This design comes from an exercise in tuning for small area and a short achievable clock period on the open sky130 flow, not from production work. Function was checked by simulation only, so behaviour that the tests miss may differ from the original. Power is estimated from default activity; no workload was simulated.

==> inputs of v33 <==
==> flow/design.v (excerpt) <==
module processing_unit(clock, rst, hold, switches, instr_addr, instr_data,
  display_0, display_1, display_2, display_3, display_4,
  display_5, display_6, display_7, flag_write);
  input clock, rst, hold;
  input [17:0] switches;
  input [31:0] instr_data;
  output wire [16:0] instr_addr;
  output wire [6:0] display_0, display_1, display_2, display_3, display_4, display_5, display_6, display_7;
  output wire flag_write;
  wire [4:0] opcode = instr_data[31:27];
  wire [4:0] rt = instr_data[26:22];
  wire [4:0] rs = instr_data[21:17];
  wire [4:0] rd = instr_data[16:12];
  wire [4:0] shamt = instr_data[11:7];
  wire [31:0] imm = {15'd0, instr_data[16:0]};
  wire use_imm, sub_mode, reg_write, dest_rd;
  wire sel_sum, sel_slt, sel_logic, sel_sll, sel_srl, sel_mem, sel_in;
  wire mem_write, out_write, is_jump, is_beq, is_bne, halt;
  wire [3:0] logic_tt;
  control_unit md_control_unit(
    .opcode(opcode), .hold(hold), .use_imm(use_imm), .sub_mode(sub_mode),
    .reg_write(reg_write), .dest_rd(dest_rd), .sel_sum(sel_sum), .sel_slt(sel_slt),
    .sel_logic(sel_logic), .sel_sll(sel_sll), .sel_srl(sel_srl), .sel_mem(sel_mem),
  ...
==> module output_data, before the edit <==
module output_data(clock, reset, data_in, write_enabled, display_0, display_1, display_2, display_3);
  input clock, reset, write_enabled;
  input [31:0] data_in;
  output [6:0] display_0, display_1, display_2, display_3;
  wire [11:0] s1;
  fold125 md_fold(.u(data_in), .s(s1));
  wire [7:0] x0 = {1'b0, s1[6:0]};
  wire [7:0] x1 = {3'd0, s1[11:7]};
  wire [7:0] x2 = {2'd0, s1[11:7], 1'b0};
  wire [7:0] cs_s = x0 ^ x1 ^ x2;
  wire [7:0] cs_c = ((x0 & x1) | (x0 & x2) | (x1 & x2)) << 1;
  wire [7:0] s2_in = cs_s + cs_c;
  reg [7:0] s2;
  reg [2:0] lo;
  reg neg;
  always @(posedge clock) begin
    if (reset) begin
      s2 <= 8'd0; lo <= 3'd0; neg <= 1'b0;
    end else if (write_enabled) begin
      s2 <= s2_in; lo <= data_in[2:0]; neg <= data_in[31];
    end
  end
  wire borrow = (lo != 3'd0);
  wire [8:0] v = neg ? 9'd287 - {1'b0, s2} - {8'd0, borrow} : {1'b0, s2};
  wire [2:0] lo_abs = neg ? 3'd0 - lo : lo;
  wire [3:0] ten_0, ten_1, ten_2;
  bin_to_dec md_conversor(.binary({v, lo_abs}), .ten_0(ten_0), .ten_1(ten_1), .ten_2(ten_2));
  bin_to_7seg md_hex_0(.binary(ten_0), .display(display_0));
  bin_to_7seg md_hex_1(.binary(ten_1), .display(display_1));
  bin_to_7seg md_hex_2(.binary(ten_2), .display(display_2));
  assign display_3 = neg ? 7'b0111111 : 7'b1000000;
endmodule
==> module bin_to_7seg, before the edit <==
module bin_to_7seg(binary, display);
  input [3:0] binary;
  reg [6:0] aux;
  output wire [6:0] display;
  always @ (*)
  begin
    case(binary)
	   4'B0000:
		  aux = 7'B1000000;
		4'B0001:
		  aux = 7'B1111001;
		4'B0010:
		  aux = 7'B0100100;
		4'B0011:
		  aux = 7'B0110000;
		4'B0100:
		  aux = 7'B0011001;
		4'B0101:
		  aux = 7'B0010010;
		4'B0110:
		  aux = 7'B0000010;
		4'B0111:
		  aux = 7'B1111000;
		4'B1000:
		  aux = 7'B0000000;
		4'B1001:
		  aux = 7'B0010000;
		default:
		  aux = 7'B0111111;
	 endcase
  end
  assign display = aux;
endmodule
export LEC_CHECK = 0
export CAP_MARGIN = 20
export CORE_MARGIN = 2
export CORE_UTILIZATION = 40
export CTS_BUF_LIST = sky130_fd_sc_hd__clkbuf_8
export SLEW_MARGIN = 20
create_clock -name core_clock -period 33.0 [get_ports {clock}]
standard.sh (not shown) runs the stock make flow with config.mk's settings and CLKGATE_MAP_FILE= SYNTH_SCRIPT=/design/flow/synth_recipe.tcl, a recipe that flattens the netlist after the stock synthesis.
==> flow/flow/run.sh <==
#!/bin/bash
# Standard ORFS layout (standard.sh), with these changes:
#  - synthesis maps logic with flow/abc_map.script (ABC's &nf mapper with
#    area recovery) in place of ORFS's abc_speed.script, except for the
#    adder (prefix_add), the opcode display (op_display) and the stall flag
#    (stall_flag), which keep their hierarchy until mapping and are mapped
#    with ORFS's own speed script, apart from the logic around them; yosys's half/full adder extraction
#    is skipped so that ABC maps that logic too. Everything else in synthesis
#    (registers, flattening, renaming) is the standard flow's own synth_recipe.tcl;
#  - port buffers are sky130_fd_sc_hd__buf_4 cells.
set -euo pipefail
W=$(pwd)
F=$W/flow
grep -q '^proc synth ' "$W/synth_recipe.tcl"
{
  cat <<EOF
proc synth {args} {
  if {![info exists ::keep_set]} {
    set ::keep_set 1
    yosys setattr -mod -set keep_hierarchy 1 prefix_add op_display stall_flag
  }
  yosys synth -nofsm -noshare {*}\$args
}
proc extract_fa {args} {}
proc abc {args} {
  set i [lsearch -exact \$args -script]
  yosys abc {*}\$args prefix_add op_display stall_flag
  lset args [expr {\$i + 1}] $F/abc_map.script
  yosys abc {*}\$args processing_unit
}
EOF
  grep -v '^proc synth ' "$W/synth_recipe.tcl"
} > "$W/my_synth.tcl"
export BUFFER_PORTS_ARGS="-buffer_cell sky130_fd_sc_hd__buf_4"
bash "$W/standard.sh" "SYNTH_SCRIPT=$W/my_synth.tcl" "BUFFER_PORTS_ARGS=$BUFFER_PORTS_ARGS" finish > "$W/flow_make.log" 2>&1
==> flow/flow/abc_map.script <==
strash
&get -n
&st
&dch
&nf -R 20
&put
topo
buffer -c
upsize -c
dnsize -c
==> v10: changes against v33 <==
--- a/flow/design.v
+++ b/flow/design.v
@@ -498,17 +498,19 @@
   wire [7:0] cs_c = ((x0 & x1) | (x0 & x2) | (x1 & x2)) << 1;
   wire [7:0] s2_in = cs_s + cs_c;
-  reg [7:0] s2;
-  reg [2:0] lo;
+  wire neg_in = data_in[31];
+  wire [2:0] lo_in = data_in[2:0];
+  wire borrow = (lo_in != 3'd0);
+  wire [8:0] v_in = neg_in ? 9'd287 - {1'b0, s2_in} - {8'd0, borrow} : {1'b0, s2_in};
+  wire [2:0] lo_abs_in = neg_in ? 3'd0 - lo_in : lo_in;
+  reg [8:0] v;
+  reg [2:0] lo_abs;
   reg neg;
   always @(posedge clock) begin
     if (reset) begin
-      s2 <= 8'd0; lo <= 3'd0; neg <= 1'b0;
+      v <= 9'd0; lo_abs <= 3'd0; neg <= 1'b0;
     end else if (write_enabled) begin
-      s2 <= s2_in; lo <= data_in[2:0]; neg <= data_in[31];
+      v <= v_in; lo_abs <= lo_abs_in; neg <= neg_in;
     end
   end
-  wire borrow = (lo != 3'd0);
-  wire [8:0] v = neg ? 9'd287 - {1'b0, s2} - {8'd0, borrow} : {1'b0, s2};
-  wire [2:0] lo_abs = neg ? 3'd0 - lo : lo;
   wire [3:0] ten_0, ten_1, ten_2;
   bin_to_dec md_conversor(.binary({v, lo_abs}), .ten_0(ten_0), .ten_1(ten_1), .ten_2(ten_2));
==> flow/flow/abc_map.script (replaced) <==
strash
&get -n
&st
&dch
&nf -R 1000 -p
&put
topo
buffer -c
upsize -c
dnsize -c
CTS_CLUSTER_DIAMETER = 100   (was not set)
CTS_CLUSTER_SIZE = 15   (was not set)
==> v14: changes against v33 <==
--- a/flow/design.v
+++ b/flow/design.v
@@ -1,34 +1,16 @@
 module bin_to_7seg(binary, display);
   input [3:0] binary;
-  reg [6:0] aux;
   output wire [6:0] display;
-  always @ (*)
-  begin
-    case(binary)
-	   4'B0000:
-		  aux = 7'B1000000;
-		4'B0001:
-		  aux = 7'B1111001;
-		4'B0010:
-		  aux = 7'B0100100;
-		4'B0011:
-		  aux = 7'B0110000;
-		4'B0100:
-		  aux = 7'B0011001;
-		4'B0101:
-		  aux = 7'B0010010;
-		4'B0110:
-		  aux = 7'B0000010;
-		4'B0111:
-		  aux = 7'B1111000;
-		4'B1000:
-		  aux = 7'B0000000;
-		4'B1001:
-		  aux = 7'B0010000;
-		default:
-		  aux = 7'B0111111;
-	 endcase
-  end
-  assign display = aux;
+  assign display = (binary == 4'd0) ? 7'b1000000 :
+                   (binary == 4'd1) ? 7'b1111001 :
+                   (binary == 4'd2) ? 7'b0100100 :
+                   (binary == 4'd3) ? 7'b0110000 :
+                   (binary == 4'd4) ? 7'b0011001 :
+                   (binary == 4'd5) ? 7'b0010010 :
+                   (binary == 4'd6) ? 7'b0000010 :
+                   (binary == 4'd7) ? 7'b1111000 :
+                   (binary == 4'd8) ? 7'b0000000 :
+                   (binary == 4'd9) ? 7'b0010000 :
+                                      7'b0111111;
 endmodule
 module add3(d, q);
@@ -498,17 +480,19 @@
   wire [7:0] cs_c = ((x0 & x1) | (x0 & x2) | (x1 & x2)) << 1;
   wire [7:0] s2_in = cs_s + cs_c;
-  reg [7:0] s2;
-  reg [2:0] lo;
+  wire neg_in = data_in[31];
+  wire [2:0] lo_in = data_in[2:0];
+  wire borrow = (lo_in != 3'd0);
+  wire [8:0] v_in = neg_in ? 9'd287 - {1'b0, s2_in} - {8'd0, borrow} : {1'b0, s2_in};
+  wire [2:0] lo_abs_in = neg_in ? 3'd0 - lo_in : lo_in;
+  reg [8:0] v;
+  reg [2:0] lo_abs;
   reg neg;
   always @(posedge clock) begin
     if (reset) begin
-      s2 <= 8'd0; lo <= 3'd0; neg <= 1'b0;
+      v <= 9'd0; lo_abs <= 3'd0; neg <= 1'b0;
     end else if (write_enabled) begin
-      s2 <= s2_in; lo <= data_in[2:0]; neg <= data_in[31];
+      v <= v_in; lo_abs <= lo_abs_in; neg <= neg_in;
     end
   end
-  wire borrow = (lo != 3'd0);
-  wire [8:0] v = neg ? 9'd287 - {1'b0, s2} - {8'd0, borrow} : {1'b0, s2};
-  wire [2:0] lo_abs = neg ? 3'd0 - lo : lo;
   wire [3:0] ten_0, ten_1, ten_2;
   bin_to_dec md_conversor(.binary({v, lo_abs}), .ten_0(ten_0), .ten_1(ten_1), .ten_2(ten_2));
==> flow/flow/abc_map.script (replaced) <==
strash
&get -n
&st
&dch
&nf -R 1000 -p
&put
topo
buffer -c
upsize -c
dnsize -c
CTS_CLUSTER_DIAMETER = 100   (was not set)
CTS_CLUSTER_SIZE = 15   (was not set)
==> summary of the runs <==
Non-clock buffer count: v33 is lower than v14 (11).
Hold slack: v33 is lower than v10 (0.013 ns).
Against v33, the flip-flop and latch count of v14 is lower by 13.
Sequential power is about the same in v14 and v10.
In v10 the sequential share of layout area is higher than in v33, by 2.0 points.
Of v10 and v33, v10 has the higher power (gap about 8%, measured against v33).
In critical path depth, v33 and v14 do not differ.
Between v10 and v33, the lower first-iteration DRC count is in v10 (gap about 10%, measured against v33).
Against v14, the register-to-register slack of v10 is better by 0.57 ns.

what the ideal ports hide:
Ports are ideal in the flow. The routed layouts listed here were re-timed in OpenROAD. Step 1 sets driving cells, clkbuf_16 on the clock port and buf_2 on the other inputs (assumed; they add their load-dependent delay and slew). Step 2 adds t to the input delays and takes it off the output delays; t is the mean of the earliest and latest rising clock arrival at the registers after step 1. Input paths then give back, and output paths get back, about the clock's delay inside the block. Three values: no drivers, after step 1, after step 2; two values: the first two.
run | shift t [ns] | setup slack, ns | worst setup path at the end | clock arrival spread, ns
v33 | 1.020 | 17.891 / 17.809 / 17.841 | input to register | 0.118 / 0.118
v10 | 0.936 | 18.503 / 18.434 / 17.811 | input to register | 0.093 / 0.093
v14 | 0.932 | 17.914 / 17.918 / 16.985 | input to register | 0.060 / 0.061
After both steps every run listed still meets setup and hold. The setup slack of v14, which loses most, moves by +0.004 ns with the drivers and by -0.929 ns with both steps.
